This is an optimization exercise on Yosys and OpenROAD, whose aim is small area and a short achievable clock period, not a production implementation.
At most, simulation tests tie the RTL to the original design; equivalence was not proved.
Only the layout flow was run in runs 2 to 4; the RTL was not checked for function there.
No activity file was given, so power comes from the tool's default toggle rates.

==> design.v <==
`timescale 1ns / 1ps
module ALU(
	input wire [15:0] A,
	input wire [15:0] B,
	input wire [3:0] op,
	input wire [15:0] lw_data,
	output reg [15:0] res
);
	wire sub = op[2];
	wire [15:0] sum = B + (A ^ {16{sub}}) + {15'd0, sub};
	always @* begin
		if (op[3])
			res = lw_data;
		else case (op[1:0])
			2'd0: res = B & A;
			2'd1: res = B | A;
			2'd2: res = sum;
			default: res = {15'd0, sum[15]};
		endcase
	end
endmodule
`timescale 1ns / 1ps
module program_counter(
	input wire [15:0] pc,
	input wire [15:0] instruction,
	input wire [15:0] A,
	input wire [15:0] B,
	output wire [15:0] pc_next
);
	wire [3:0] op = instruction[15:12];
	wire [15:0] pc_inc = pc + 16'd1;
	wire [15:0] pc_bne = pc_inc + {{12{instruction[3]}}, instruction[3:0]};
	wire taken = (op == 4'd14) & (B != A);
	assign pc_next = (op == 4'd15) ? {pc_inc[15:12], instruction[11:0]} :
	                 taken ? pc_bne : pc_inc;
endmodule
`timescale 1ns / 1ps
module register_file(
	input wire [255:0] R,
	input wire [3:0] addr,
	output wire [15:0] data
);
	assign data = R[16*addr +: 16];
endmodule
`timescale 1ns / 1ps
module microprocessor(
	input wire clk,
	input wire clr,
	input wire step,
	input wire [15:0] instruction,
	output wire [15:0] pc_out,
	output reg wb_en,
	output reg [3:0] wb_addr,
	output reg [15:0] wb_data,
	output reg st_en,
	output reg [1:0] st_addr,
	output reg [15:0] st_data
);
	wire [3:0] op = instruction[15:12];
	wire [3:0] ra = instruction[11:8];
	wire [3:0] rb = instruction[7:4];
	wire [3:0] rc = instruction[3:0];
	reg [15:0] pc;
	reg [255:0] R;           
	reg [63:0] M;            
	genvar gi;
	wire [15:0] r_wdata = wb_data & {16{~clr}};
	generate
		for (gi = 0; gi < 16; gi = gi + 1) begin : rf
			wire en = clr | (wb_en & (wb_addr == gi));
			always @(posedge clk)
				if (en) R[16*gi +: 16] <= r_wdata;
		end
	endgenerate
	wire [63:0] m_init = {16'd0, 16'd5, 16'd22, 16'd1};
	generate
		for (gi = 0; gi < 4; gi = gi + 1) begin : dm
			wire en = clr | (st_en & (st_addr == gi));
			always @(posedge clk)
				if (en) M[16*gi +: 16] <= clr ? m_init[16*gi +: 16] : st_data;
		end
	endgenerate
	wire [15:0] Ar, Br;
	register_file read_a (.R(R), .addr(ra), .data(Ar));
	register_file read_b (.R(R), .addr(rb), .data(Br));
	wire [15:0] A = (wb_en && wb_addr == ra) ? wb_data : Ar;
	wire [15:0] B = (wb_en && wb_addr == rb) ? wb_data : Br;
	wire is_lw = (op == 4'd8);
	wire wr = step & ((op[3:1] == 3'b000) | (op == 4'd2) | (op[3:1] == 3'b011) | is_lw);
	wire st = step & (op == 4'd10);
	wire [1:0] maddr = B[1:0] + rc[1:0];
	wire [15:0] lw_data = (st_en && st_addr == maddr) ? st_data : M[16*maddr +: 16];
	wire [15:0] res;
	ALU alu0 (.A(A), .B(B), .op(op), .lw_data(lw_data), .res(res));
	wire [15:0] pc_next;
	program_counter pc0 (.pc(pc), .instruction(instruction), .A(A), .B(B), .pc_next(pc_next));
	assign pc_out = pc;
	always @(posedge clk) begin
		if (clr) begin
			pc <= 16'd0;
			wb_en <= 1'b0;
			st_en <= 1'b0;
		end else begin
			if (step) pc <= pc_next;
			wb_en <= wr;
			st_en <= st;
		end
		wb_addr <= is_lw ? rb : rc;
		wb_data <= res;
		st_addr <= maddr;
		st_data <= B;
	end
endmodule
==> flow/run.sh <==
#!/bin/bash
# Own layout flow: the standard flow (standard.sh, the standard synthesis
# script and ORFS) with a few extra ORFS settings:
#  - the port buffers are sky130_fd_sc_hd__buf_2 instead of the resizer's default
#    choice (a slow delay cell);
#  - repair_timing aims for a larger setup margin.
# Each step's full output goes to a log file in the work folder.
set -euo pipefail
W=$(pwd)
X=("BUFFER_PORTS_ARGS=-buffer_cell sky130_fd_sc_hd__buf_2")
if [[ -f flow/extra.txt ]]; then
  while IFS= read -r line; do
    [[ -z "$line" || "$line" == \#* ]] && continue
    X+=("$line")
  done < flow/extra.txt
fi
printf '%s\n' "${X[@]}" > "$W/flow_settings.log"
bash standard.sh "${X[@]}" synth > "$W/flow_synth.log" 2>&1
bash standard.sh "${X[@]}" finish > "$W/flow_layout.log" 2>&1
test -f out/final.def
==> flow/extra.txt <==
SETUP_SLACK_MARGIN=5.5
==> standard.sh <==
#!/bin/bash
# synth_recipe.tcl (not shown) runs the flow's synth.tcl, then flattens the netlist and writes it again
# the make line also repeats each setting of config.mk as NAME=value (left out here)
make -C /OpenROAD-flow-scripts/flow DESIGN_CONFIG=/design/flow/config.mk WORK_HOME=/design/flow/orfs CLKGATE_MAP_FILE= SYNTH_SCRIPT=/design/flow/synth_recipe.tcl "${@:-finish}"
==> config.mk <==
export PLATFORM = sky130hd
export DESIGN_NAME = microprocessor
export DESIGN_NICKNAME = microprocessor
export VERILOG_FILES = /design/flow/design.v
export SDC_FILE = /design/flow/constraint.sdc
export NUM_CORES = 4
export LEC_CHECK = 0
export CAP_MARGIN = 20
export CORE_MARGIN = 2
export CORE_UTILIZATION = 55
export CTS_BUF_LIST = sky130_fd_sc_hd__clkbuf_8
export SETUP_SLACK_MARGIN = 5
export SLEW_MARGIN = 20
export SYNTH_HIERARCHICAL = 1
==> constraint.sdc <==
create_clock -name core_clock -period 10.5 [get_ports {clk}]
set_input_delay 2.1000 -clock core_clock [delete_from_list [all_inputs] [get_ports {clk}]]
set_output_delay 2.1000 -clock core_clock [all_outputs]
set_load 0.01 [all_outputs]
==> results of run 1 <==
==> area by class of cell <==
class,instances,area share
flip-flops and latches,376,0.470
repair buffers,148,0.0584
inverters,18,0.00350
multi-input cells,898,0.387
clock inverters,52,0.0136
clock buffers,70,0.0422
well taps,461,0.0252
==> logic make-up after synthesis <==
group                    synth area share
AND/OR/NAND/NOR                    0.0719
buffers and inverters              0.0284
AO/OA/AOI/OAI                      0.0828
XOR/XNOR                           0.0366
flip-flops                          0.540
multiplexers                        0.210
adder cells (fa/ha/maj)            0.0299
==> what timing repair did <==
action                     CTS  global route
gates cloned                 4             6
buffers inserted             2            26
gates resized for setup     34            39
pin swaps                    3             9
setup endpoints to repair   33            29
hold endpoints to repair     0             0
==> final timing paths <==
check / start / cells past startpoint / endpoint / slack (ns)
hold / removal: pc[15]$_SDFFE_PP0P_ / 2 / pc[15]$_SDFFE_PP0P_ / 0.55
hold reg to reg: pc[15]$_SDFFE_PP0P_ / 2 / pc[15]$_SDFFE_PP0P_ / 0.55
setup reg to reg: wb_addr[1]$_DFF_P_ / 15 / wb_data[6]$_DFF_P_ / 6.56
setup / recovery: instruction[8] / 16 / wb_data[6]$_DFF_P_ / 5.51
==> worst min-delay path, stage by stage (launching register included) <==
cell and delay [ns]:
dfxtp_1 0.33, mux2i_1 0.12, nor2_1 0.05
==> stage by stage <==
| step | instances | instance area [um^2] | worst slack (ns) |
|---|---|---|---|
| 5_1_grt | 2023 | 22800 | 5.47 |
| 3_5_place_dp | 1862 | 20700 | 3.81 |
| 4_1_cts | 1990 | 22300 | 5.47 |
| 6_report | 2023 | 22800 | 5.51 |
| 3_3_place_gp | 1860 | 20700 | 3.84 |
| 2_1_floorplan | 1386 | 20100 | 5.36 |
==> cells in the final DEF, fill, tap and decap left out, types with 46 or more instances in the layout <==
cell type,instances
edfxtp_1,320
mux4_2,109
mux2i_1,76
clkbuf_8,70
buf_2,70
a22oi_1,69
nand2_1,62
dfxtp_1,56
nor2_1,52
buf_4,52
xnor2_1,46
a21oi_1,46
==> per-module statistics from Yosys, one instance, submodules excluded <==
| module | cells inside | area (um^2) | copies in the design |
|---|---|---|---|
| ALU | 201 | 1420 | 1 |
| microprocessor | 713 | 13100 | 1 |
| program_counter | 198 | 1430 | 1 |
| register_file | 137 | 1930 | 2 |
==> per-layer routing <==
metal / vias up / part of all wire / GRT usage
li1: 5786 / - / -
met1: 6708 / 0.41 / 0.391
met2: 533 / 0.49 / 0.473
met3: 91 / 0.072 / 0.0600
met4: 0 / 0.024 / 0.0901
met5: - / 0 / 0
==> report_power, final <==
part           internal, W  switching (W)  total [W]
clock network     0.000696       0.000610    0.00131
logic             0.000483       0.000602    0.00108
registers          0.00188       0.000139    0.00202
total              0.00306        0.00135    0.00441
==> sequential cells by signal, summed over array words and instances, names as in the netlist, 2 cells and up <==
register  count
wb_addr       4
R           256
wb_data      16
pc           16
M            64
st_addr       2
st_data      16
==> results.cfg, run 1 <==
[floorplan]
dieWidth_um = 194
die_h_um = 194
coreArea_um2 = 35600
pin_count = 75
num_rows = 69
start_util = 0.559
dieArea_um2 = 37700

[timing]
maxSlewHeadroom = 0.229
setup_viol = 0
clock.fmax_mhz = 200
worst_pin_slew_ns = 1.15
slew_violations = 0
fin_tns_setup_ns = 0
fin_crit_ns = 4.99
finalHoldViolCount = 0
hold-worst-slack_ns = 0.549
period_share = 0.475
skew_ns = 0.0410
grt_setup_unrepaired = true

[critical_path]
end_kind = flop
critPathMaxFanout = 15
required_ns = 11.00
path_cells = buf_16 -> buf_16 -> buf_4 -> mux4_2 -> a22oi_2 -> nand2_1 -> mux2_4 -> mux2i_4 -> inv_1 -> fa_2 -> a21oi_2 -> o211ai_1 -> buf_4 -> xnor2_1 -> o32ai_1 -> mux2_2
critPathBufInv = 5
max_stage_delay_ns = 0.53
cp-start-kind = primary input
worstSetupPathType = in -> reg
worstPathArrival_ns = 5.49
critPathSlowestCell = mux4_2
path_delay_family = multiplexers

[synthesis]
syn-num-nets = 1444
yosysSeqAreaShare = 0.540
syn_inst = 1386
yosysWarnings = 8
yosys-top-cells-count = 320 x edfxtp_1, 108 x mux4_2, 77 x mux2i_1, 74 x a22oi_1, 66 x nand2_1
synth-edff-count = 320
synth-seq-cells = 376
yosysMostFrequentCell = edfxtp_1
avgSynthCellArea_um2 = 14.3
async_flop_share = 0
synthTopCellsByArea = edfxtp_1 48%, mux4_2 12%, dfxtp_1 5.6%, mux2i_1 3.9%, a22oi_1 2.8%
syn_area_um2 = 19900
synth_cell_types = 63
yosys.area.top_type = edfxtp_1
synth_top_area_frac = 0.484
ys.flop_type = edfxtp_1

[final_layout]
syn_to_final_growth_pct = 15.0
nNetsFinal = 1567
drive_gt1_frac = 0.284
antenna_cells = 0
n_fill_cell = 2705
ff_latch_area_um2 = 10700
multiInputGateArea_um2 = 8850
final_util = 0.642

[clock_network]
cts.sinks = 376
cts_tree = done
clk_latency_ns = 0.62
cts-root-buf = clkbuf_8
clockBufferDepth = 3
h-tree-depth = 3
numCtsBuffers = 67
path_clk_slew_ns = 0.06
cts-hold-fix-buffers = 0

[job]
maxCapViolations = 0

[placement]
gp_congestion = 0.866
port_buffers = 74
dp_hpwl_mm = 32.5

[global_routing]
first_global_vias = 12900
antenna_found_initial = 1
gr-total-overflow = 0
grt_max_degree = 66
grt_pass1_wl_mm = 80.7
grt_use_total = 0.289

[pwr]
leakagePower_nw = 8.66
powerDensity_nw_per_um2 = 193
total_power_w = 0.00441
peakVddDrop_mv = 0.159

[routing]
avgRoutedWirePerCell_um = 27.5
vias = 13100
viasPerCell = 6.48
drt_iter0_drc = 1193
dr.pass1.iters = 5
drt_wl_total_mm = 55.6
drc = 0
ant_nets = 0

[run_status]
status = finished clean

[min_path]
hold_path.class = reg -> reg
==> run 2: changes to the inputs <==
--- a/design.v
+++ b/design.v
@@ -25,22 +25,30 @@
 	input wire [15:0] instruction,
 	input wire [15:0] A,
 	input wire [15:0] B,
-	output wire [15:0] pc_next
+	input wire step,
+	input wire clr,
+	output wire [15:0] pc_d
 );
 	wire [3:0] op = instruction[15:12];
 	wire [15:0] pc_inc = pc + 16'd1;
 	wire [15:0] pc_bne = pc_inc + {{12{instruction[3]}}, instruction[3:0]};
+	wire [15:0] pc_nt = (op == 4'd15) ? {pc_inc[15:12], instruction[11:0]} : pc_inc;
+	wire [15:0] d_nt = clr ? 16'd0 : step ? pc_nt : pc;
+	wire [15:0] d_bne = clr ? 16'd0 : step ? pc_bne : pc;
 	wire taken = (op == 4'd14) & (B != A);
-	assign pc_next = (op == 4'd15) ? {pc_inc[15:12], instruction[11:0]} :
-	                 taken ? pc_bne : pc_inc;
+	assign pc_d = taken ? d_bne : d_nt;
 endmodule
 `timescale 1ns / 1ps
 module register_file(
 	input wire [255:0] R,
 	input wire [3:0] addr,
+	input wire [15:0] W,
+	input wire [3:0] w_addr,
+	input wire w_en,
 	output wire [15:0] data
 );
-	assign data = R[16*addr +: 16];
+	wire fwd = w_en & (w_addr == addr);
+	assign data = fwd ? W : R[16*addr +: 16];
 endmodule
 `timescale 1ns / 1ps
 module microprocessor(
@@ -80,11 +88,9 @@
 				if (en) M[16*gi +: 16] <= clr ? m_init[16*gi +: 16] : st_data;
 		end
 	endgenerate
-	wire [15:0] Ar, Br;
-	register_file read_a (.R(R), .addr(ra), .data(Ar));
-	register_file read_b (.R(R), .addr(rb), .data(Br));
-	wire [15:0] A = (wb_en && wb_addr == ra) ? wb_data : Ar;
-	wire [15:0] B = (wb_en && wb_addr == rb) ? wb_data : Br;
+	wire [15:0] A, B;
+	register_file read_a (.R(R), .addr(ra), .W(wb_data), .w_addr(wb_addr), .w_en(wb_en), .data(A));
+	register_file read_b (.R(R), .addr(rb), .W(wb_data), .w_addr(wb_addr), .w_en(wb_en), .data(B));
 	wire is_lw = (op == 4'd8);
 	wire wr = step & ((op[3:1] == 3'b000) | (op == 4'd2) | (op[3:1] == 3'b011) | is_lw);
 	wire st = step & (op == 4'd10);
@@ -92,19 +98,18 @@
 	wire [15:0] lw_data = (st_en && st_addr == maddr) ? st_data : M[16*maddr +: 16];
 	wire [15:0] res;
 	ALU alu0 (.A(A), .B(B), .op(op), .lw_data(lw_data), .res(res));
-	wire [15:0] pc_next;
-	program_counter pc0 (.pc(pc), .instruction(instruction), .A(A), .B(B), .pc_next(pc_next));
+	wire [15:0] pc_d;
+	program_counter pc0 (.pc(pc), .instruction(instruction), .A(A), .B(B), .step(step), .clr(clr), .pc_d(pc_d));
 	assign pc_out = pc;
 	always @(posedge clk) begin
 		if (clr) begin
-			pc <= 16'd0;
 			wb_en <= 1'b0;
 			st_en <= 1'b0;
 		end else begin
-			if (step) pc <= pc_next;
 			wb_en <= wr;
 			st_en <= st;
 		end
+		pc <= pc_d;
 		wb_addr <= is_lw ? rb : rc;
 		wb_data <= res;
 		st_addr <= maddr;
--- a/flow/run.sh
+++ b/flow/run.sh
@@ -1,13 +1,13 @@
 #!/bin/bash
 # Own layout flow: the standard flow (standard.sh, the standard synthesis
 # script and ORFS) with a few extra ORFS settings:
-#  - the port buffers are sky130_fd_sc_hd__buf_2 instead of the resizer's default
+#  - the port buffers are sky130_fd_sc_hd__buf_4 instead of the resizer's default
 #    choice (a slow delay cell);
 #  - repair_timing aims for a larger setup margin.
 # Each step's full output goes to a log file in the work folder.
 set -euo pipefail
 W=$(pwd)
-X=("BUFFER_PORTS_ARGS=-buffer_cell sky130_fd_sc_hd__buf_2")
+X=("BUFFER_PORTS_ARGS=-buffer_cell sky130_fd_sc_hd__buf_4")
 if [[ -f flow/extra.txt ]]; then
   while IFS= read -r line; do
     [[ -z "$line" || "$line" == \#* ]] && continue
--- a/config.mk
+++ b/config.mk
@@ -7,7 +7,7 @@
 export LEC_CHECK = 0
 export CAP_MARGIN = 20
 export CORE_MARGIN = 2
-export CORE_UTILIZATION = 55
+export CORE_UTILIZATION = 40
 export CTS_BUF_LIST = sky130_fd_sc_hd__clkbuf_8
 export SETUP_SLACK_MARGIN = 5
 export SLEW_MARGIN = 20
==> run 2 against run 1 <==
Effect of this change:
- routed wire length down 1.8%
- non-clock buffer count down 41
- still clean
- synthesized area up 3.3%
- maximum frequency up 2.2%
- cell area up 2.5%
- register-to-register slack better by 0.14 ns
- sequential share of layout area down 1.1 points
- largest power group unchanged
==> results.cfg, run 2 <==
[placement]
port_buffers = 74
dp.cells = 2106
dp_hpwl_mm = 33.3
gp_congestion = 0.868

[critical_path]
regToRegEndpoint = wb_data[14]$_DFF_P_
max_stage_delay_ns = 0.49
r2r_cells = 11
cp_common_cell = mux2i_1
crit_end = wb_data[15]$_DFF_P_
cp-start-kind = primary input
required_ns = 11.03
rrSetupSlack_ns = 6.70
cp_num_cells = 14
critPathBufInv = 2
worstPathArrival_ns = 5.41
path_delay_family = multiplexers
end_kind = flop
critPathSlowestCell = mux4_2
r2r-start = wb_addr[2]$_DFF_P_
worstSetupPathType = in -> reg
path_cells = buf_16 -> clkbuf_16 -> mux4_2 -> mux2i_1 -> mux2i_1 -> mux2_2 -> xor2_1 -> ha_1 -> a21oi_1 -> o21ai_0 -> a22oi_2 -> o311ai_4 -> xnor2_1 -> a221o_1
worst_setup_path_startpoint = instruction[8]
critPathMaxFanout = 8

[global_routing]
gr-total-overflow = 0
grt_use_total = 0.203
first_global_vias = 13100
grt_pass1_wl_mm = 80.7
antenna_found_initial = 3
grt_max_degree = 66

[synthesis]
yosysMostFrequentCell = edfxtp_1
synth_cell_types = 77
yosysWarnings = 8
ys.flop_type = edfxtp_1
muxShareOfSynthArea = 0.237
synth_xor_area_frac = 0.0357
synth_compound_area_frac = 0.0723
yosys-top-cells-count = 320 x edfxtp_1, 128 x mux4_2, 124 x mux2i_1, 65 x mux2_2, 58 x nor2_1
avgSynthCellArea_um2 = 14.4
synth_top_family_by_area = multiplexers
async_flop_share = 0
syn_area_um2 = 20500
yosys.area_share.simple = 0.0750
yosys.area.top_type = edfxtp_1
synth-edff-count = 320
synth-seq-cells = 376
synth_top_area_frac = 0.468
syn_inst = 1429
synthTopCellsByArea = edfxtp_1 47%, mux4_2 14%, mux2i_1 6.0%, dfxtp_1 5.5%, mux2_2 3.6%
yosysSeqAreaShare = 0.523
syn-num-nets = 1486
synth_adder_area_share = 0.0283

[final_layout]
stdcell_count = 2240
largest_register_ffs = 256
drive_gt1_frac = 0.284
syn_to_final_growth_pct = 14.0
nNetsFinal = 1569
ff_latch_area_um2 = 10700
multiInputGateArea_um2 = 9360
n_fill_cell = 4482
final_util = 0.459
largest-register = R
final_cell_mix = 320 x edfxtp_1, 128 x mux4_2, 121 x mux2i_1
top_regs = R x256, M x64
final_common_cell = edfxtp_1

[routing]
dr.pass1.iters = 5
vias = 13100
avgRoutedWirePerCell_um = 24.4
ant_nets = 0
drt_iter0_drc = 1280
drt_wl_total_mm = 54.6
drc = 0
viasPerCell = 5.83

[timing]
setup_viol = 0
worst_pin_slew_ns = 1.12
finalHoldViolCount = 0
fin_tns_setup_ns = 0
slew_violations = 0
period_share = 0.465
maxSlewHeadroom = 0.250
skew_ns = 0.0449
grt_setup_unrepaired = true
fin_crit_ns = 4.88
clock.fmax_mhz = 205

[floorplan]
start_util = 0.403
dieArea_um2 = 53200
die_h_um = 231
dieWidth_um = 231
pin_count = 75
coreArea_um2 = 51000
num_rows = 83

[clock_network]
clockBufferDepth = 3
h-tree-depth = 3
cts-root-buf = clkbuf_8
clk_latency_ns = 0.65
cts_tree = done
cts.sinks = 376
numCtsBuffers = 68
path_clk_slew_ns = 0.05

[pwr]
leakagePower_nw = 8.75
powerDensity_nw_per_um2 = 205
peakVddDrop_mv = 0.0938

[run_status]
status = finished clean

[min_path]
hold_depth = 2
hold_path.class = reg -> reg

[job]
maxCapViolations = 0
-- run 2: area by class of cell --
cell class                 instances  area share
inverter                          19     0.00305
sequential                       376       0.458
multi-input combinational        940       0.400
tap                              680      0.0363
antenna                            2    0.000214
clock inverter                    38     0.00823
clock buffer                      78      0.0459
timing repair buffer             107      0.0483
-- run 2: cells by family after synthesis --
logic type                 count (synthesis)
DFF                                      376
muxes                                    317
AOI/OAI and AO/OA                        214
xor gates and xnor gates                  79
and+or+nand+nor                          282
adders and majority gates                 47
buffers and inverters                    114
-- run 2: repair_timing --
item	4_1_cts	5_1_grt
setup buffers	2	7
pin swaps	2	8
cloned	3	4
gates resized for setup	29	27
endpoints found under the setup margin	32	27
hold buffers	0	0
-- run 2: per-module statistics from Yosys, one instance, submodules excluded --
module | cells inside | flops+latches | area, um^2 | copies in the design
ALU | 201 | 0 | 1420 | 1
microprocessor | 655 | 376 | 12600 | 1
program_counter | 263 | 0 | 1910 | 1
register_file | 155 | 0 | 2300 | 2
-- run 2: worst min-delay path by stage --
stage | startpoint | endpoint | slack, ns
6_report | pc[10]$_DFF_P_ | pc[10]$_DFF_P_ | 0.54
2_1_floorplan | pc[10]$_DFF_P_ | pc[10]$_DFF_P_ | 0.53
5_1_grt | pc[10]$_DFF_P_ | pc[10]$_DFF_P_ | 0.56
4_1_cts | pc[10]$_DFF_P_ | pc[10]$_DFF_P_ | 0.55
3_5_place_dp | pc[10]$_DFF_P_ | pc[10]$_DFF_P_ | 0.54
3_3_place_gp | pc[10]$_DFF_P_ | pc[10]$_DFF_P_ | 0.52
-- run 2: routing by layer --
| layer | vias to the layer above | global-route usage | wire (um) |
|---|---|---|---|
| met1 | 6718 | 0.267 | 23300 |
| li1 | 5849 | - | - |
| met2 | 406 | 0.335 | 26900 |
| met4 | 0 | 0.0690 | 1280 |
| met3 | 89 | 0.0400 | 3130 |
| met5 | - | 0 | 0 |
-- run 2: where the power goes --
part	switching [W]	total (W)	internal, W
Clock	0.000618	0.00130	0.000680
Sequential	0.000177	0.00212	0.00194
Combinational	0.000759	0.00139	0.000632
Total	0.00155	0.00481	0.00325
-- run 2: worst register-to-register path, stage by stage (launching register included) --
cell and delay (ns):
dfxtp_1 0.69, xor2_1 0.20, nor4_4 0.29, buf_4 0.30
mux2_4 0.40, ha_4 0.20, xnor3_4 0.66, a211o_1 0.38
a21oi_1 0.17, a221oi_2 0.05, a211oi_1 0.26, nand2_1 0.09
-- run 2: per-stage QoR --
stage	setup slack [ns]	hold slack (ns)	area (um^2)	power, W
2_1_floorplan	5.31	0.533	20700	0.00303
3_3_place_gp	3.83	0.524	21600	0.00342
3_5_place_dp	3.80	0.539	21600	0.00345
4_1_cts	5.46	0.547	23100	0.00479
5_1_grt	5.47	0.563	23400	0.00505
6_report	5.62	0.543	23400	0.00481
==> run 3: changes to the inputs <==
==> flow/extra.txt (replaced) <==
SETUP_SLACK_MARGIN=6.0
==> run 3 against run 2 <==
Effect of this change:
- flip-flop and latch count unchanged
- critical path depth increased by 2
- synthesized area unchanged
- count of clock-buffer cells in the layout decreased by 8
- hold slack improved by 0.0036 ns
- sequential power about the same
==> results.cfg, run 3 <==
[run_status]
status = finished clean

[clock_network]
cts_tree = done
cts.sinks = 376
h-tree-depth = 3
cts-hold-fix-buffers = 0
clk_latency_ns = 0.66
path_clk_slew_ns = 0.06
numCtsBuffers = 69
clockBufferDepth = 3
cts-root-buf = clkbuf_8

[critical_path]
end_kind = flop
max_stage_delay_ns = 0.40
regToRegEndpoint = wb_data[8]$_DFF_P_
worstSetupPathType = in -> reg
required_ns = 11.02
critPathSlowestCell = fa_2
cp_num_cells = 16
path_delay_family = buffers and inverters
path_cells = buf_16 -> xor2_2 -> nor4_4 -> buf_4 -> clkbuf_4 -> mux2_4 -> mux2i_4 -> inv_1 -> fa_2 -> a21oi_4 -> o211ai_1 -> buf_4 -> a21o_1 -> a21oi_2 -> xor2_1 -> o21ai_0
r2r_cells = 15
rrSetupSlack_ns = 6.74
r2r-start = wb_addr[2]$_DFF_P_
critPathBufInv = 5
cp_common_cell = buf_4
cp-start-kind = primary input
worstPathArrival_ns = 5.29
critPathMaxFanout = 34

[routing]
drt_wl_total_mm = 58.9
drc = 0
vias = 13600
drt_iter0_drc = 1372
viasPerCell = 5.85
ant_nets = 0
avgRoutedWirePerCell_um = 25.4
dr.pass1.iters = 6

[timing]
finalHoldViolCount = 0
clock.fmax_mhz = 209
maxSlewHeadroom = 0.239
fin_tns_setup_ns = 0
setup_viol = 0
fin_crit_ns = 4.77
slew_violations = 0
grt_setup_unrepaired = true
period_share = 0.455
worst_pin_slew_ns = 1.14
skew_ns = 0.0420

[synthesis]
synthTopCellsByArea = edfxtp_1 47%, mux4_2 14%, mux2i_1 6.0%, dfxtp_1 5.5%, mux2_2 3.6%
synth_cell_types = 77
synth-edff-count = 320
synth_top_area_frac = 0.468
ys.flop_type = edfxtp_1
syn-num-nets = 1486
async_flop_share = 0
yosys.area.top_type = edfxtp_1
yosysMostFrequentCell = edfxtp_1
yosys-top-cells-count = 320 x edfxtp_1, 128 x mux4_2, 124 x mux2i_1, 65 x mux2_2, 58 x nor2_1
syn_area_um2 = 20500
syn_inst = 1429
synth-seq-cells = 376
yosysSeqAreaShare = 0.523
yosysWarnings = 8
avgSynthCellArea_um2 = 14.4

[final_layout]
syn_to_final_growth_pct = 20.9
final_cell_mix = 320 x edfxtp_1, 128 x mux4_2, 127 x buf_4
ff_latch_area_um2 = 10700
largest_register_ffs = 256
final_common_cell = edfxtp_1
final_util = 0.487
nNetsFinal = 1640
largest-register = R
multiInputGateArea_um2 = 9690
drive_gt1_frac = 0.331
top_regs = R x256, M x64
n_fill_cell = 4308
stdcell_count = 2317

[floorplan]
start_util = 0.403
dieWidth_um = 231
die_h_um = 231
num_rows = 83
pin_count = 75
coreArea_um2 = 51000
dieArea_um2 = 53200

[min_path]
min_delay_worst_endpoint = pc[11]$_DFF_P_
min_from = pc[11]$_DFF_P_
hold_depth = 2
hold_path.class = reg -> reg

[placement]
gp_congestion = 0.832
port_buffers = 74
dp_hpwl_mm = 33.5
dp.cells = 2108

[pwr]
peakVddDrop_mv = 0.0816
leakagePower_nw = 9.40
powerDensity_nw_per_um2 = 208

[global_routing]
grt_max_degree = 51
antenna_found_initial = 1
grt_use_total = 0.216
gr-total-overflow = 0
first_global_vias = 13500
grt_pass1_wl_mm = 85.4

[job]
maxCapViolations = 0
## run 3: where the power goes
part | switching [W] | internal, W | total, W
clock network | 0.000642 | 0.000800 | 0.00144
registers | 0.000178 | 0.00194 | 0.00212
logic | 0.000829 | 0.000761 | 0.00159
total | 0.00165 | 0.00350 | 0.00515
## run 3: through the flow
stage / total power (W) / setup WS, ns / cell area (um^2) / hold slack, ns
after floorplan: 0.00305 / 5.31 / 20800 / 0.533
after global placement: 0.00344 / 3.89 / 21700 / 0.532
after detailed placement: 0.00347 / 3.84 / 21700 / 0.541
after CTS: 0.00507 / 5.76 / 24200 / 0.543
after global routing: 0.00539 / 5.60 / 24800 / 0.568
final: 0.00515 / 5.73 / 24800 / 0.547
## run 3: cell type report
cell class,instances,area share
repair buffers,175,0.0835
diodes,1,0.000101
clock inverters,54,0.0174
flip-flops and latches,376,0.432
clock buffers,70,0.0388
multi-input cells,942,0.391
inverters,19,0.00287
well taps,680,0.0343
## run 3: how the worst max path moves through the flow
stage / from / endpoint / slack [ns]
floorplan: instruction[9] / wb_data[0]$_DFF_P_ / 5.31
global placement: instruction[8] / wb_data[8]$_DFF_P_ / 3.89
detailed placement: instruction[7] / wb_data[5]$_DFF_P_ / 3.84
CTS: instruction[8] / wb_data[15]$_DFF_P_ / 5.76
global route: instruction[8] / wb_data[12]$_DFF_P_ / 5.60
finish: instruction[10] / wb_data[8]$_DFF_P_ / 5.73
## run 3: logic make-up after synthesis
group                    synth area share
adder cells (fa/ha/maj)            0.0283
AND/OR/NAND/NOR                    0.0750
flip-flops                          0.523
buffers and inverters              0.0296
AO/OA/AOI/OAI                      0.0723
multiplexers                        0.237
XOR/XNOR                           0.0357
## run 3: what timing repair did
item / 4_1_cts / 5_1_grt
endpoints found under the hold margin: 0 / 0
pin swaps: 29 / 29
setup buffers: 39 / 23
gates cloned: 13 / 9
gates resized for setup: 81 / 36
setup endpoints to repair: 33 / 31
## run 3: per-module statistics from Yosys, one instance, submodules excluded
module	copies in the design	cell area, um^2	flip-flops and latches	cells inside
program_counter	1	1910	0	263
ALU	1	1420	0	201
register_file	2	2300	0	155
microprocessor	1	12600	376	655
## run 3: worst reg2reg max path, cell delays in order, from the launching register on
cell and delay, ns:
dfxtp_1 0.68, xor2_2 0.17, nor4_4 0.29, buf_4 0.19, clkbuf_4 0.21, mux2_4 0.35, mux2i_4 0.20, inv_1 0.09
fa_2 0.40, a21oi_4 0.16, o211ai_1 0.13, buf_4 0.17, a21o_1 0.18, a21oi_2 0.14, xor2_1 0.17, o21ai_0 0.08
## run 3: metal layers
metal / share of wire / track usage / vias up
met5: 0 / 0 / -
met4: 0.031 / 0.0810 / 0
met3: 0.064 / 0.0353 / 107
met2: 0.50 / 0.365 / 523
met1: 0.41 / 0.281 / 6920
li1: - / - / 6014
==> run 4: changes to the inputs <==
--- a/design.v
+++ b/design.v
@@ -21,21 +21,14 @@
 endmodule
 `timescale 1ns / 1ps
 module program_counter(
-	input wire [15:0] pc,
-	input wire [15:0] instruction,
+	input wire is_bne,
 	input wire [15:0] A,
 	input wire [15:0] B,
-	input wire step,
-	input wire clr,
+	input wire [15:0] d_bne,
+	input wire [15:0] d_nt,
 	output wire [15:0] pc_d
 );
-	wire [3:0] op = instruction[15:12];
-	wire [15:0] pc_inc = pc + 16'd1;
-	wire [15:0] pc_bne = pc_inc + {{12{instruction[3]}}, instruction[3:0]};
-	wire [15:0] pc_nt = (op == 4'd15) ? {pc_inc[15:12], instruction[11:0]} : pc_inc;
-	wire [15:0] d_nt = clr ? 16'd0 : step ? pc_nt : pc;
-	wire [15:0] d_bne = clr ? 16'd0 : step ? pc_bne : pc;
-	wire taken = (op == 4'd14) & (B != A);
+	wire taken = is_bne & (B != A);
 	assign pc_d = taken ? d_bne : d_nt;
 endmodule
 `timescale 1ns / 1ps
@@ -98,8 +91,13 @@
 	wire [15:0] lw_data = (st_en && st_addr == maddr) ? st_data : M[16*maddr +: 16];
 	wire [15:0] res;
 	ALU alu0 (.A(A), .B(B), .op(op), .lw_data(lw_data), .res(res));
+	wire [15:0] pc_inc = pc + 16'd1;
+	wire [15:0] pc_bne = pc_inc + {{12{rc[3]}}, rc};
+	wire [15:0] pc_nt = (op == 4'd15) ? {pc_inc[15:12], instruction[11:0]} : pc_inc;
+	wire [15:0] d_nt = clr ? 16'd0 : step ? pc_nt : pc;
+	wire [15:0] d_bne = clr ? 16'd0 : step ? pc_bne : pc;
 	wire [15:0] pc_d;
-	program_counter pc0 (.pc(pc), .instruction(instruction), .A(A), .B(B), .step(step), .clr(clr), .pc_d(pc_d));
+	program_counter pc0 (.is_bne(op == 4'd14), .A(A), .B(B), .d_bne(d_bne), .d_nt(d_nt), .pc_d(pc_d));
 	assign pc_out = pc;
 	always @(posedge clk) begin
 		if (clr) begin
==> flow/extra.txt (replaced) <==
SETUP_SLACK_MARGIN=5.5
==> run 4 against run 3 <==
Effect of this change:
- still clean
- clock skew decreased by 0.024 ns
- via count decreased by 11%
- cell area decreased by 6.4%
- critical path type unchanged
- largest cell class unchanged
==> results.cfg, run 4 <==
[run_status]
status = finished clean

[final_layout]
syn_to_final_growth_pct = 16.2
nNetsFinal = 1482
ff_latch_area_um2 = 10700
n_fill_cell = 4250
drive_gt1_frac = 0.337
final_common_cell = edfxtp_1
largest-register = R
multiInputGateArea_um2 = 8970
final_cell_mix = 320 x edfxtp_1, 144 x mux4_2, 99 x buf_4
top_regs = R x256, M x64
largest_register_ffs = 256
antenna_cells = 0
fin_area_um2 = 23200

[clock_network]
h-tree-depth = 3
path_clk_slew_ns = 0.06
numCtsBuffers = 67
clk_latency_ns = 0.63
cts.sinks = 376
cts-hold-fix-buffers = 0
clockBufferDepth = 3
cts-root-buf = clkbuf_8
cts_tree = done

[timing]
grt_setup_unrepaired = false
maxSlewHeadroom = 0.238
hold-worst-slack_ns = 0.621
slew_violations = 0
finalHoldViolCount = 0
period_share = 0.467
clock.fmax_mhz = 204
setup_viol = 0
timing.final.ws_setup_ns = 5.60
fin_crit_ns = 4.90
fin_tns_setup_ns = 0
skew_ns = 0.0182
worst_pin_slew_ns = 1.14

[critical_path]
critPathBufInv = 3
worst_setup_path_startpoint = instruction[7]
worstSetupPathType = in -> reg
cp-start-kind = primary input
cp_num_cells = 12
crit_end = wb_data[0]$_DFF_P_
required_ns = 11.00
regToRegEndpoint = wb_data[0]$_DFF_P_
path_delay_family = multiplexers
rrSetupSlack_ns = 6.55
critPathMaxFanout = 36
max_stage_delay_ns = 0.42
critPathSlowestCell = mux2_2
end_kind = flop
r2r_cells = 12
r2r-start = wb_addr[1]$_DFF_P_
path_cells = buf_8 -> buf_16 -> mux4_2 -> mux2i_1 -> mux2i_1 -> mux2_2 -> xnor2_4 -> xnor2_4 -> buf_4 -> mux4_2 -> mux2_2 -> a221o_1
worstPathArrival_ns = 5.40

[synthesis]
synth_top_area_frac = 0.481
async_flop_share = 0
yosysMostFrequentCell = edfxtp_1
yosysSeqAreaShare = 0.537
yosysWarnings = 8
yosys.area.top_type = edfxtp_1
synth-edff-count = 320
ys.flop_type = edfxtp_1
avgSynthCellArea_um2 = 15.2
synth_cell_types = 68
syn-num-nets = 1371
syn_inst = 1314
synthTopCellsByArea = edfxtp_1 48%, mux4_2 16%, dfxtp_1 5.6%, mux2i_1 5.1%, mux2_2 3.5%
syn_area_um2 = 20000
yosys-top-cells-count = 320 x edfxtp_1, 144 x mux4_2, 102 x mux2i_1, 63 x mux2_2, 56 x dfxtp_1
synth-seq-cells = 376

[floorplan]
num_rows = 81
dieArea_um2 = 51800
start_util = 0.407
pin_count = 75
dieWidth_um = 228
coreArea_um2 = 49200
die_h_um = 228

[routing]
vias = 12100
drt_iter0_drc = 1035
dr.pass1.iters = 5
ant_nets = 0
drc = 0
viasPerCell = 5.67
drt_wl_total_mm = 53.0
avgRoutedWirePerCell_um = 24.8

[global_routing]
antenna_found_initial = 1
grt_use_total = 0.203
grt_pass1_wl_mm = 76.7
first_global_vias = 12200
gr-total-overflow = 0
grt_max_degree = 57

[pwr]
total_power_w = 0.00471
leakagePower_nw = 8.62
peakVddDrop_mv = 0.0898
powerDensity_nw_per_um2 = 203

[placement]
dp_hpwl_mm = 32.1
port_buffers = 74
dpl_cell_area_um2 = 21200
place_ws_ns = 3.32
gp_congestion = 0.852

[job]
maxCapViolations = 0

[min_path]
hold_path.class = reg -> reg
run 4: cell type report:
class | count | area share
clock buffer | 72 | 0.0427
clock inverter | 48 | 0.0143
inverter | 18 | 0.00291
multi-input combinational | 838 | 0.386
sequential | 376 | 0.462
tap | 664 | 0.0358
timing repair buffer | 124 | 0.0561
run 4: worst min path at each step:
stage,startpoint,end,slack (ns),cells past startpoint
global route,st_data[4]$_DFF_P_,M[20]$_SDFFCE_PP1P_,0.64,1
CTS,st_data[4]$_DFF_P_,M[20]$_SDFFCE_PP1P_,0.61,1
finish,st_data[4]$_DFF_P_,M[20]$_SDFFCE_PP1P_,0.62,1
floorplan,st_data[1]$_DFF_P_,M[17]$_SDFFCE_PP1P_,0.59,1
global placement,st_data[4]$_DFF_P_,M[20]$_SDFFCE_PP1P_,0.59,1
detailed placement,st_data[4]$_DFF_P_,M[20]$_SDFFCE_PP1P_,0.59,1
run 4: power breakdown:
group	switching (W)	total [W]	internal, W
Clock	0.000618	0.00136	0.000738
Combinational	0.000649	0.00126	0.000615
Sequential	0.000162	0.00209	0.00193
run 4: per-stage QoR:
step	cells	utilization
floorplan	1314	-
global placement	1996	0.432
detailed placement	1996	0.432
CTS	2125	0.465
global route	2140	0.472
finish	2140	0.472
run 4: repair_timing:
item | in CTS | in global routing
buffers inserted | 4 | 9
gates resized for setup | 31 | 35
gates cloned | 5 | 6
setup endpoints to repair | 32 | 31
pin swaps | 4 | 6
run 4: per-module statistics from Yosys, one instance, submodules excluded:
module           area [um^2]  cells inside
microprocessor         13600           765
register_file           2300           155
ALU                     1420           201
program_counter          384            38
run 4: per-layer routing:
metal | track usage | wire length, um | share of wire
met3 | 0.0403 | 3070 | 0.058
met2 | 0.345 | 26400 | 0.50
met1 | 0.267 | 22400 | 0.42
met4 | 0.0561 | 1090 | 0.021
met5 | 0 | 13 | 0.00025
run 4: cell families after synthesis:
kind of cell,synth area share
muxes,0.257
DFF,0.537
AOI/OAI and AO/OA,0.0552
and+or+nand+nor,0.0574
buffers and inverters,0.0270
adders and majority gates,0.0290
xor gates and xnor gates,0.0377
==> run 5: changes to the inputs <==
==> design.v (replaced) <==
`timescale 1ns / 1ps
module ALU(
	input wire [15:0] A,
	input wire [15:0] B,
	input wire [3:0] op,
	output wire [7:0] lo,
	output wire c8,
	output wire [7:0] hi0,
	output wire [7:0] hi1,
	output wire [15:0] logic_res,
	output wire neq
);
	wire sub = op[2];
	wire [15:0] x = A ^ {16{sub}};
	assign {c8, lo} = {1'b0, B[7:0]} + {1'b0, x[7:0]} + {8'd0, sub};
	assign hi0 = B[15:8] + x[15:8];
	assign hi1 = B[15:8] + x[15:8] + 8'd1;
	assign logic_res = op[0] ? (B | A) : (B & A);
	assign neq = (B != A);
endmodule
`timescale 1ns / 1ps
module program_counter(
	input wire [15:0] pc,
	input wire [15:0] instruction,
	input wire step,
	input wire clr,
	output wire [15:0] d_nt,
	output wire [15:0] d_br
);
	wire [15:0] pc_inc = pc + 16'd1;
	wire is_j = (instruction[15:12] == 4'd15);
	assign d_nt = clr ? 16'd0 : !step ? pc :
	              is_j ? {pc_inc[15:12], instruction[11:0]} : pc_inc;
	assign d_br = pc_inc + {{12{instruction[3]}}, instruction[3:0]};
endmodule
`timescale 1ns / 1ps
module register_file(
	input wire [255:0] R,
	input wire [3:0] addr,
	output wire [15:0] data
);
	assign data = R[16*addr +: 16];
endmodule
`timescale 1ns / 1ps
module microprocessor(
	input wire clk,
	input wire clr,
	input wire step,
	input wire [15:0] instruction,
	output wire [15:0] pc_out,
	output reg wb_en,
	output reg [3:0] wb_addr,
	output wire [15:0] wb_data,
	output reg st_en,
	output reg [1:0] st_addr,
	output reg [15:0] st_data
);
	wire [3:0] op = instruction[15:12];
	wire [3:0] ra = instruction[11:8];
	wire [3:0] rb = instruction[7:4];
	wire [3:0] rc = instruction[3:0];
	reg [255:0] R;           
	reg [63:0] M;            
	reg [7:0] q_lo, q_hi0, q_hi1;
	reg q_c8;
	reg [15:0] q_logic;
	reg q_lw, q_log, q_slt, q_taken;
	reg [1:0] q_laddr;
	reg [15:0] pc_nt, pc_br;
	genvar gi;
	wire [7:0] hi = q_c8 ? q_hi1 : q_hi0;
	wire [15:0] res = q_lw ? M[16*q_laddr +: 16] :
	                  q_log ? q_logic :
	                  q_slt ? {15'd0, hi[7]} : {hi, q_lo};
	assign wb_data = res;
	wire [15:0] pc = q_taken ? pc_br : pc_nt;
	assign pc_out = pc;
	wire [15:0] r_wdata = res & {16{~clr}};
	generate
		for (gi = 0; gi < 16; gi = gi + 1) begin : rf
			wire en = clr | (wb_en & (wb_addr == gi));
			always @(posedge clk)
				if (en) R[16*gi +: 16] <= r_wdata;
		end
	endgenerate
	wire [63:0] m_init = {16'd0, 16'd5, 16'd22, 16'd1};
	generate
		for (gi = 0; gi < 4; gi = gi + 1) begin : dm
			wire en = clr | (st_en & (st_addr == gi));
			always @(posedge clk)
				if (en) M[16*gi +: 16] <= clr ? m_init[16*gi +: 16] : st_data;
		end
	endgenerate
	wire [15:0] Ar, Br;
	register_file read_a (.R(R), .addr(ra), .data(Ar));
	register_file read_b (.R(R), .addr(rb), .data(Br));
	wire [15:0] A = (wb_en && wb_addr == ra) ? res : Ar;
	wire [15:0] B = (wb_en && wb_addr == rb) ? res : Br;
	wire [7:0] lo, hi0, hi1;
	wire c8, neq;
	wire [15:0] logic_res;
	ALU alu0 (.A(A), .B(B), .op(op), .lo(lo), .c8(c8), .hi0(hi0), .hi1(hi1),
	          .logic_res(logic_res), .neq(neq));
	wire is_lw = (op == 4'd8);
	wire wr = step & ((op[3:1] == 3'b000) | (op == 4'd2) | (op[3:1] == 3'b011) | is_lw);
	wire st = step & (op == 4'd10);
	wire [1:0] maddr = B[1:0] + rc[1:0];
	wire [15:0] d_nt, d_br;
	program_counter pc0 (.pc(pc), .instruction(instruction), .step(step), .clr(clr),
	                     .d_nt(d_nt), .d_br(d_br));
	always @(posedge clk) begin
		if (clr) begin
			wb_en <= 1'b0;
			st_en <= 1'b0;
			q_taken <= 1'b0;
		end else begin
			wb_en <= wr;
			st_en <= st;
			q_taken <= step & (op == 4'd14) & neq;
		end
		pc_nt <= d_nt;
		pc_br <= d_br;
		q_lo <= lo;
		q_c8 <= c8;
		q_hi0 <= hi0;
		q_hi1 <= hi1;
		q_logic <= logic_res;
		q_lw <= is_lw;
		q_log <= (op[3:1] == 3'b000);
		q_slt <= (op == 4'd7);
		q_laddr <= maddr;
		wb_addr <= is_lw ? rb : rc;
		st_addr <= maddr;
		st_data <= B;
	end
endmodule
==> run 5 against run 4 <==
Effect of this change:
- still clean on timing, DRC and antenna
- synthesized area is 3.7% higher
- hold slack worse by 0.053 ns
- clock power hardly changed
- cell area is 1.5% higher
- synthesized cell count is 4.2% higher
- critical path type unchanged
- largest cell class unchanged
==> results.cfg, run 5 <==
[routing]
drc = 0
drt_iter0_drc = 835
vias = 12300
dr.pass1.iters = 4
ant_nets = 0
avgRoutedWirePerCell_um = 23.9
viasPerCell = 5.58
drt_wl_total_mm = 52.6

[global_routing]
gr-total-overflow = 0
first_global_vias = 12900
grt_pass1_wl_mm = 78.3
grt_max_degree = 47
antenna_found_initial = 1
grt_use_total = 0.198

[timing]
maxSlewHeadroom = 0.402
clock.fmax_mhz = 207
fin_tns_setup_ns = 0
worst_pin_slew_ns = 0.893
fin_crit_ns = 4.83
slew_violations = 0
setup_viol = 0
period_share = 0.460
skew_ns = 0.0251
finalHoldViolCount = 0
grt_setup_unrepaired = true

[pwr]
powerDensity_nw_per_um2 = 210
leakagePower_nw = 8.97
peakVddDrop_mv = 0.0852

[floorplan]
dieArea_um2 = 53700
pin_count = 75
num_rows = 83
dieWidth_um = 232
start_util = 0.404
coreArea_um2 = 51300
die_h_um = 232

[critical_path]
worstSetupPathType = in -> reg
required_ns = 11.00
critPathMaxFanout = 46
cp-start-kind = primary input
end_kind = flop
worstPathArrival_ns = 5.34

[synthesis]
ys.flop_type = edfxtp_1
yosys.area.top_type = edfxtp_1
syn-num-nets = 1459
yosysMostFrequentCell = edfxtp_1
synth-seq-cells = 421
async_flop_share = 0
synthTopCellsByArea = edfxtp_1 46%, mux4_2 13%, dfxtp_1 9.8%, ha_1 4.1%, mux2_2 3.3%
syn_inst = 1369
yosysWarnings = 7
synth_adder_area_share = 0.0439
synth_cell_types = 72
synth_top_area_frac = 0.463
synth_xor_area_frac = 0.0320
synth_top_family_by_area = multiplexers
yosys.area_share.simple = 0.0603
muxShareOfSynthArea = 0.201
synth-edff-count = 320
yosysSeqAreaShare = 0.561
yosys-top-cells-count = 320 x edfxtp_1, 122 x mux4_2, 101 x dfxtp_1, 83 x a22oi_1, 80 x nand2_1
avgSynthCellArea_um2 = 15.1
synth_compound_area_frac = 0.0696
syn_area_um2 = 20700

[clock_network]
numCtsBuffers = 70
postCtsSetupBuffers = 0
cts-hold-fix-buffers = 0
cts.sinks = 421
cts_tree = done
h-tree-depth = 3
path_clk_slew_ns = 0.06
clk_latency_ns = 0.63
clockBufferDepth = 3
cts-root-buf = clkbuf_8

[final_layout]
syn_to_final_growth_pct = 13.6
top_regs = R x256, M x64
final_util = 0.459
n_fill_cell = 4559
largest-register = R
drive_gt1_frac = 0.279
nNetsFinal = 1563
final_common_cell = edfxtp_1
antenna_cells = 0
largest_register_ffs = 256
final_cell_mix = 320 x edfxtp_1, 122 x mux4_2, 101 x buf_4, 101 x dfxtp_1, 83 x a22oi_1

[placement]
gp_congestion = 0.803
port_buffers = 74
dp_hpwl_mm = 32.8

[job]
maxCapViolations = 0

[min_path]
hold_path.class = reg -> reg

[run_status]
status = finished clean
==> run 5: changes by cell type in the layout (fill, tap and decap cells not counted), sizes merged, moves of 14 or more <==
cell	delta
nand2	+27
nor2	-18
mux2i	-83
a21oi	-22
mux2	-14
ha	+32
and2	+22
a22oi	+73
dfxtp	+45
nor2b	-16
inv	+40
==> run 5: cell families after synthesis <==
kind of cell / count (synthesis)
buf+inv: 136
simple gates: 235
compound gates: 209
xor+xnor: 75
mux: 222
fa+ha+maj: 71
flops: 421
==> run 5: worst paths after layout <==
kind	slack [ns]	depth (start not counted)	startpoint	to
max	5.67	13	instruction[9]	q_c8$_DFF_P_
min reg2reg	0.57	1	st_data[4]$_DFF_P_	M[20]$_SDFFCE_PP1P_
max reg2reg	6.43	12	q_taken$_SDFF_PP0_	pc_br[15]$_DFF_P_
min	0.57	1	st_data[4]$_DFF_P_	M[20]$_SDFFCE_PP1P_
==> run 5: area by class of cell <==
cell class / count / area, um^2 / share of cell area
flip-flops and latches: 421 / 11600 / 0.494
multi-input cells: 812 / 8540 / 0.362
clock buffers: 79 / 1090 / 0.0461
repair buffers: 112 / 1020 / 0.0433
well taps: 680 / 851 / 0.0361
clock inverters: 46 / 224 / 0.00950
inverters: 56 / 210 / 0.00892
==> run 5: stage by stage <==
step	setup WS, ns	instances	total power, W	hold slack [ns]	instance area [um^2]
6_report	5.67	2206	0.00495	0.569	23600
4_1_cts	5.50	2204	0.00498	0.565	23500
2_1_floorplan	5.51	1369	0.00317	0.578	20800
3_5_place_dp	4.05	2078	0.00361	0.555	22000
5_1_grt	5.44	2206	0.00520	0.608	23600
3_3_place_gp	4.05	2078	0.00357	0.528	22000
==> run 5: timing repair <==
action	4_1_cts	5_1_grt
pin swaps	0	0
setup endpoints to repair	28	8
endpoints found under the hold margin	0	0
gates resized for setup	19	13
gates cloned	1	2
==> run 5: modules after synthesis, one instance, submodules excluded <==
module,area (um^2),cells,times used
program_counter,1440,208,1
register_file,1930,137,2
ALU,1640,208,1
microprocessor,13800,679,1
==> run 5: report_power, final <==
part           switching (W)  internal [W]
combinational       0.000686      0.000568
clock               0.000647      0.000713
sequential          0.000129       0.00221
total                0.00146       0.00349
==> run 5: worst max-delay path, cell delays in order <==
cell	delay, ns
buf_6	0.23
buf_16	0.31
mux4_1	0.34
a22oi_1	0.26
nand2_1	0.21
mux2_2	0.36
mux2_2	0.31
fa_1	0.41
a21o_1	0.19
a21oi_2	0.17
o21bai_1	0.08
a21oi_1	0.20
o21ai_1	0.11
==> run 5: routing by layer <==
| layer | vias up | wire (um) | global-route usage |
|---|---|---|---|
| met2 | 361 | 26400 | 0.342 |
| met4 | 0 | 1380 | 0.0713 |
| met3 | 98 | 2970 | 0.0369 |
| met1 | 6263 | 21900 | 0.247 |
| met5 | - | 0 | 0 |
| li1 | 5585 | - | - |
==> run 6: changes to the inputs <==
==> flow/extra.txt (replaced) <==
SETUP_SLACK_MARGIN=6.5
==> run 6 against run 5 <==
Effect of this change:
- critical endpoint is now q_hi1[7]$_DFF_P_
- sequential power is essentially flat
- count of clock-buffer cells in the layout down 3
- cell area up 8.0%
- largest power group unchanged
- final cell count increased by 4.0%
- register-to-register slack better by 0.47 ns
- flip-flop and latch count did not move
- routed wire length increased by 9.8%
- synthesized cell count stayed put
- power up 7.8%
- die area is the same
==> results.cfg, run 6 <==
[synthesis]
yosys.area.top_type = edfxtp_1
yosys.area_share.simple = 0.0603
syn_inst = 1369
yosysWarnings = 7
avgSynthCellArea_um2 = 15.1
syn-num-nets = 1459
synth_cell_types = 72
synth_compound_area_frac = 0.0696
synth-edff-count = 320
synth_adder_area_share = 0.0439
yosysMostFrequentCell = edfxtp_1
synth_top_family_by_area = multiplexers
ys.flop_type = edfxtp_1
synthTopCellsByArea = edfxtp_1 46%, mux4_2 13%, dfxtp_1 9.8%, ha_1 4.1%, mux2_2 3.3%
muxShareOfSynthArea = 0.201
async_flop_share = 0
synth_xor_area_frac = 0.0320
synth-seq-cells = 421
syn_area_um2 = 20700
yosysSeqAreaShare = 0.561
synth_top_area_frac = 0.463
yosys-top-cells-count = 320 x edfxtp_1, 122 x mux4_2, 101 x dfxtp_1, 83 x a22oi_1, 80 x nand2_1

[pwr]
swShare = 0.298
combinationalPowerShare = 0.306
p_switching_w = 0.00159
powerDensity_nw_per_um2 = 209
pwr-share-seq = 0.440
peakVddDrop_mv = 0.0804
leakagePower_nw = 9.78
total_power_w = 0.00533
p_clk_frac = 0.254
internal_power_w = 0.00374

[final_layout]
nNetsFinal = 1654
largest_register_ffs = 256
antenna_cells = 0
final_cell_mix = 320 x edfxtp_1, 141 x buf_4, 127 x mux4_2
syn_to_final_growth_pct = 22.8
drive_gt1_frac = 0.374
final_common_cell = edfxtp_1
fin_area_um2 = 25500
largest-register = R
n_fill_cell = 4305
top_regs = R x256, M x64

[timing]
period_share = 0.434
fin_crit_ns = 4.55
slew_violations = 0
setup_viol = 0
fin_tns_setup_ns = 0
maxSlewHeadroom = 0.292
clock.fmax_mhz = 220
worst_pin_slew_ns = 1.06
skew_ns = 0.0232
hold-worst-slack_ns = 0.593
grt_setup_unrepaired = true
finalHoldViolCount = 0

[routing]
vias = 12900
dr.pass1.iters = 5
drc = 0
drt_iter0_drc = 1044
avgRoutedWirePerCell_um = 25.2
viasPerCell = 5.62
ant_nets = 0
drt_wl_total_mm = 57.8

[global_routing]
grtUsageMet2 = 0.366
met3_usage = 0.0379
grt_pass1_wl_mm = 83.2
top_usage_layer = met2
grt_max_degree = 43
antenna_found_initial = 0
first_global_vias = 12900
gr-total-overflow = 0
gr-usage-met1 = 0.269
grt_use_total = 0.213

[clock_network]
cts_tree = done
clk_latency_ns = 0.63
h-tree-depth = 3
cts-hold-fix-buffers = 0
numCtsBuffers = 69
cts-root-buf = clkbuf_8
clockBufferDepth = 3
path_clk_slew_ns = 0.06
cts.sinks = 421

[run_status]
status = finished clean

[job]
maxCapViolations = 0

[floorplan]
pin_count = 75
num_rows = 83
dieWidth_um = 232
start_util = 0.404
die_h_um = 232
dieArea_um2 = 53700
coreArea_um2 = 51300

[critical_path]
r2r-start = q_taken$_SDFF_PP0_
critPathMaxFanout = 7
required_ns = 11.01
cp-start-kind = primary input
worst_setup_path_startpoint = instruction[8]
worstSetupPathType = in -> reg
worstPathArrival_ns = 5.06
end_kind = flop

[placement]
dp_hpwl_mm = 33.4
port_buffers = 74
dpl_cell_area_um2 = 22200
gp_congestion = 0.828

[min_path]
hold_path.class = reg -> reg
min_from = st_data[4]$_DFF_P_
[run 6: repair_timing]
item | 4_1_cts | 5_1_grt
pin swaps | 25 | 28
gates resized for setup | 148 | 59
setup buffers | 42 | 34
endpoints found under the setup margin | 88 | 38
cloned | 17 | 2
[run 6: cell type report]
class,count,area [um^2],area share
Timing Repair Buffer,203,2300,0.0902
Clock inverter,45,231,0.00909
Multi-Input combinational cell,813,9170,0.360
Inverter,56,210,0.00826
Sequential cell,421,11700,0.458
Clock buffer,76,1050,0.0411
Tap cell,680,851,0.0334
[run 6: through the flow]
stage	std cells	util	setup slack, ns
finish	2294	0.496	5.95
global route	2294	0.496	5.88
CTS	2258	0.484	6.03
detailed placement	2078	0.432	4.31
global placement	2078	0.432	4.32
floorplan	1369	-	5.61
[run 6: path summary, 6_finish.rpt]
path	endpoint	slack [ns]	cells after the start
max	q_hi1[7]$_DFF_P_	5.95	14
min	M[20]$_SDFFCE_PP1P_	0.59	1
max reg2reg	pc_br[15]$_DFF_P_	6.90	12
min reg2reg	M[20]$_SDFFCE_PP1P_	0.59	1
[run 6: layer usage]
layer  vias to the layer above  wire, um
met5                         -         0
met4                         0      1800
met3                       113      4110
met2                       472     29000
met1                      6522     22800
li1                       5780         -
[run 6: Yosys stat by module (local to each module, per instance)]
module,copies in the design,cell area (um^2),flops+latches,cells inside
register_file,2,1930,0,137
program_counter,1,1440,0,208
ALU,1,1640,0,208
microprocessor,1,13800,421,679
[run 6: power by group through the flow]
stage,clock (W),sequential (W),combinational (W)
after floorplan,0,0.00232,0.000892
after global placement,0,0.00235,0.00126
after detailed placement,0,0.00237,0.00128
after CTS,0.00138,0.00234,0.00152
after global routing,0.00145,0.00238,0.00174
final,0.00135,0.00235,0.00163
[run 6: kinds of logic (layout without fill, tap and decap cells)]
kind of cell,count (synthesis),after routing
compound gates,209,209
buf+inv,136,380
mux,222,222
simple gates,235,236
flops,421,421
fa+ha+maj,71,71
xor+xnor,75,75
[run 6: critical path, cell delays in order]
cell     delay (ns)
buf_16         0.14
buf_16         0.15
mux4_2         0.51
a22oi_2        0.25
nand2_1        0.10
mux2_4         0.28
xor2_1         0.14
ha_2           0.23
fa_2           0.30
nand3_4        0.12
a211o_1        0.28
a31oi_1        0.16
nand4_1        0.13
xnor2_1        0.14
==> run 7: changes to the inputs <==
==> flow/extra.txt (replaced) <==
SETUP_SLACK_MARGIN=6.2
==> run 7 against run 6 <==
Effect of this change:
- sequential power barely moved
- final cell count fell by 1.3%
- clock power barely moved
- highest routed layer unchanged
- clock skew rose by 0.0031 ns
- largest power group unchanged
- power fell by 1.9%
- hold slack got worse by 0.030 ns
- maximum frequency rose by 1.3%
- synthesized area did not move
- global-route usage fell by 0.30 points
- cell area fell by 1.4%
==> results.cfg, run 7 <==
[critical_path]
critPathBufInv = 3
required_ns = 11.01
end_kind = flop
max_stage_delay_ns = 0.49
path_delay_family = multiplexers
path_cells = buf_16 -> buf_16 -> buf_4 -> mux4_2 -> a22oi_1 -> nand2_1 -> mux2_2 -> xor2_1 -> ha_4 -> nand3_2 -> a211o_1 -> a31oi_1 -> nand4_1 -> xnor2_1
worstPathArrival_ns = 5.00
cp-start-kind = primary input
critPathMaxFanout = 8
critPathSlowestCell = mux4_2
worstSetupPathType = in -> reg
cp_common_cell = buf_16

[synthesis]
async_flop_share = 0
synth-seq-cells = 421
synthTopCellsByArea = edfxtp_1 46%, mux4_2 13%, dfxtp_1 9.8%, ha_1 4.1%, mux2_2 3.3%
synth_top_area_frac = 0.463
avgSynthCellArea_um2 = 15.1
syn_inst = 1369
syn-num-nets = 1459
yosysMostFrequentCell = edfxtp_1
syn_area_um2 = 20700
yosys.area.top_type = edfxtp_1
yosysWarnings = 7
synth-edff-count = 320
yosys-top-cells-count = 320 x edfxtp_1, 122 x mux4_2, 101 x dfxtp_1, 83 x a22oi_1, 80 x nand2_1
ys.flop_type = edfxtp_1
synth_cell_types = 72
yosysSeqAreaShare = 0.561

[timing]
worst_pin_slew_ns = 0.908
fin_tns_setup_ns = 0
clock.fmax_mhz = 223
skew_ns = 0.0263
fin_crit_ns = 4.49
finalHoldViolCount = 0
period_share = 0.428
maxSlewHeadroom = 0.393
slew_violations = 0
setup_viol = 0
grt_setup_unrepaired = true

[clock_network]
cts_tree = done
h-tree-depth = 3
cts.sinks = 421
path_clk_slew_ns = 0.06
clockBufferDepth = 3
numCtsBuffers = 69
clk_latency_ns = 0.63
cts-root-buf = clkbuf_8

[routing]
vias = 12900
viasPerCell = 5.70
drt_iter0_drc = 1010
drt_wl_total_mm = 56.6
avgRoutedWirePerCell_um = 25.0
dr.pass1.iters = 5
ant_nets = 0
drc = 0

[global_routing]
grt_max_degree = 43
grt_pass1_wl_mm = 82.8
gr-total-overflow = 0
met3_usage = 0.0391
grtUsageMet2 = 0.363
top_usage_layer = met2
gr-usage-met1 = 0.265
grt_use_total = 0.210
first_global_vias = 13000
antenna_found_initial = 2

[final_layout]
top_regs = R x256, M x64
largest-register = R
drive_gt1_frac = 0.360
n_fill_cell = 4377
fin_area_um2 = 25100
final_common_cell = edfxtp_1
nNetsFinal = 1624
largest_register_ffs = 256
syn_to_final_growth_pct = 21.0
final_cell_mix = 320 x edfxtp_1, 129 x buf_4, 124 x mux4_2
stdcell_count = 2265
antenna_cells = 0

[floorplan]
die_h_um = 232
pin_count = 75
coreArea_um2 = 51300
dieArea_um2 = 53700
start_util = 0.404
num_rows = 83
dieWidth_um = 232

[pwr]
leakagePower_nw = 9.58
peakVddDrop_mv = 0.0894
powerDensity_nw_per_um2 = 208
total_power_w = 0.00523

[placement]
dp_hpwl_mm = 33.4
dpl_cell_area_um2 = 22100
port_buffers = 74
dp.cells = 2079
gp_congestion = 0.805

[min_path]
hold_path.class = reg -> reg

[job]
maxCapViolations = 0

[run_status]
status = finished clean
==> run 7: cell counts after synthesis <==
No cell type changed its count.
==> run 7: layout make-up <==
| type | count | area, um^2 | area share |
|---|---|---|---|
| multi-input cells | 812 | 9110 | 0.363 |
| clock inverters | 46 | 267 | 0.0106 |
| repair buffers | 174 | 1980 | 0.0788 |
| inverters | 56 | 210 | 0.00837 |
| flip-flops and latches | 421 | 11600 | 0.464 |
| well taps | 680 | 851 | 0.0339 |
| clock buffers | 76 | 1050 | 0.0417 |
==> run 7: cell families (layout without fill, tap and decap cells) <==
kind of cell / Yosys count / count (layout) / synth area share
flops: 421 / 421 / 0.561
fa+ha+maj: 71 / 71 / 0.0439
xor+xnor: 75 / 75 / 0.0320
compound gates: 209 / 209 / 0.0696
simple gates: 235 / 235 / 0.0603
buf+inv: 136 / 352 / 0.0323
mux: 222 / 222 / 0.201
==> run 7: per-layer routing <==
metal  routed length (um)  vias to the layer above
met1                22100                     6604
li1                     -                     5718
met3                 4160                      102
met4                 1400                        0
met5                    0                        -
met2                28900                      495
==> run 7: path summary, 6_finish.rpt <==
path / startpoint / to / slack [ns] / cells past startpoint
max: instruction[8] / q_hi1[7]$_DFF_P_ / 6.01 / 14
min: st_data[4]$_DFF_P_ / M[20]$_SDFFCE_PP1P_ / 0.56 / 1
max reg2reg: q_taken$_SDFF_PP0_ / pc_br[15]$_DFF_P_ / 6.76 / 12
min reg2reg: st_data[4]$_DFF_P_ / M[20]$_SDFFCE_PP1P_ / 0.56 / 1
==> run 7: per-module statistics from Yosys, one instance, submodules excluded <==
module,copies in the design,cells inside
microprocessor,1,679
register_file,2,137
ALU,1,208
program_counter,1,208
==> run 7: report_power, final <==
group	switching [W]	internal, W	total, W	leakage, nW
registers	0.000140	0.00221	0.00235	4.11
clock network	0.000641	0.000737	0.00138	0.751
logic	0.000770	0.000738	0.00151	4.73
total	0.00155	0.00368	0.00523	9.58
==> run 7: repair_timing <==
action                                  in CTS  in global routing
cloned                                      13                  2
endpoints found under the hold margin        0                  0
gates resized for setup                    104                 58
endpoints found under the setup margin      75                 32
setup buffers                               27                 22
hold buffers                                 0                  0
pin swaps                                   13                 19
==> run 7: stage by stage <==
| stage | worst slack (ns) | utilization | hold slack, ns |
|---|---|---|---|
| 5_1_grt | 5.91 | 0.489 | 0.601 |
| 2_1_floorplan | 5.61 | - | 0.578 |
| 4_1_cts | 6.02 | 0.478 | 0.579 |
| 3_5_place_dp | 4.26 | 0.432 | 0.566 |
| 6_report | 6.01 | 0.489 | 0.563 |
| 3_3_place_gp | 4.26 | 0.432 | 0.557 |

[port drivers added, routing unchanged]
No port has a modelled driver above. Below, the same layouts with a new extraction and two added sets of constraints.
Step 1, drivers: a clkbuf_16 drives clk and a buf_2 each remaining input, both assumed.
Step 2 moves the port delays by t, midway between the first and last clock arrival at a register: inputs arrive t later, outputs are due t later. That takes back most of the time a late clock gives input paths.
Slacks: no drivers / after step 1 / after step 2; pairs: no drivers / after step 1.
run | t, ns | setup WS [ns] | worst data-port slew with drivers (ns)
run 1 | 0.655 | 5.511 / 5.332 / 4.678 | 0.24
run 2 | 0.688 | 5.621 / 5.477 / 4.789 | 0.23
run 3 | 0.694 | 5.726 / 5.603 / 4.909 | 0.25
run 4 | 0.669 | 5.599 / 5.414 / 4.744 | 0.26
run 5 | 0.674 | 5.665 / 5.581 / 4.907 | 0.21
run 6 | 0.674 | 5.945 / 5.831 / 5.157 | 0.24
run 7 | 0.673 | 6.006 / 5.813 / 5.141 | 0.26
After both steps every run listed still meets setup and hold. The setup slack of run 7, which loses most, moves by -0.193 ns with the drivers and by -0.865 ns with both steps.
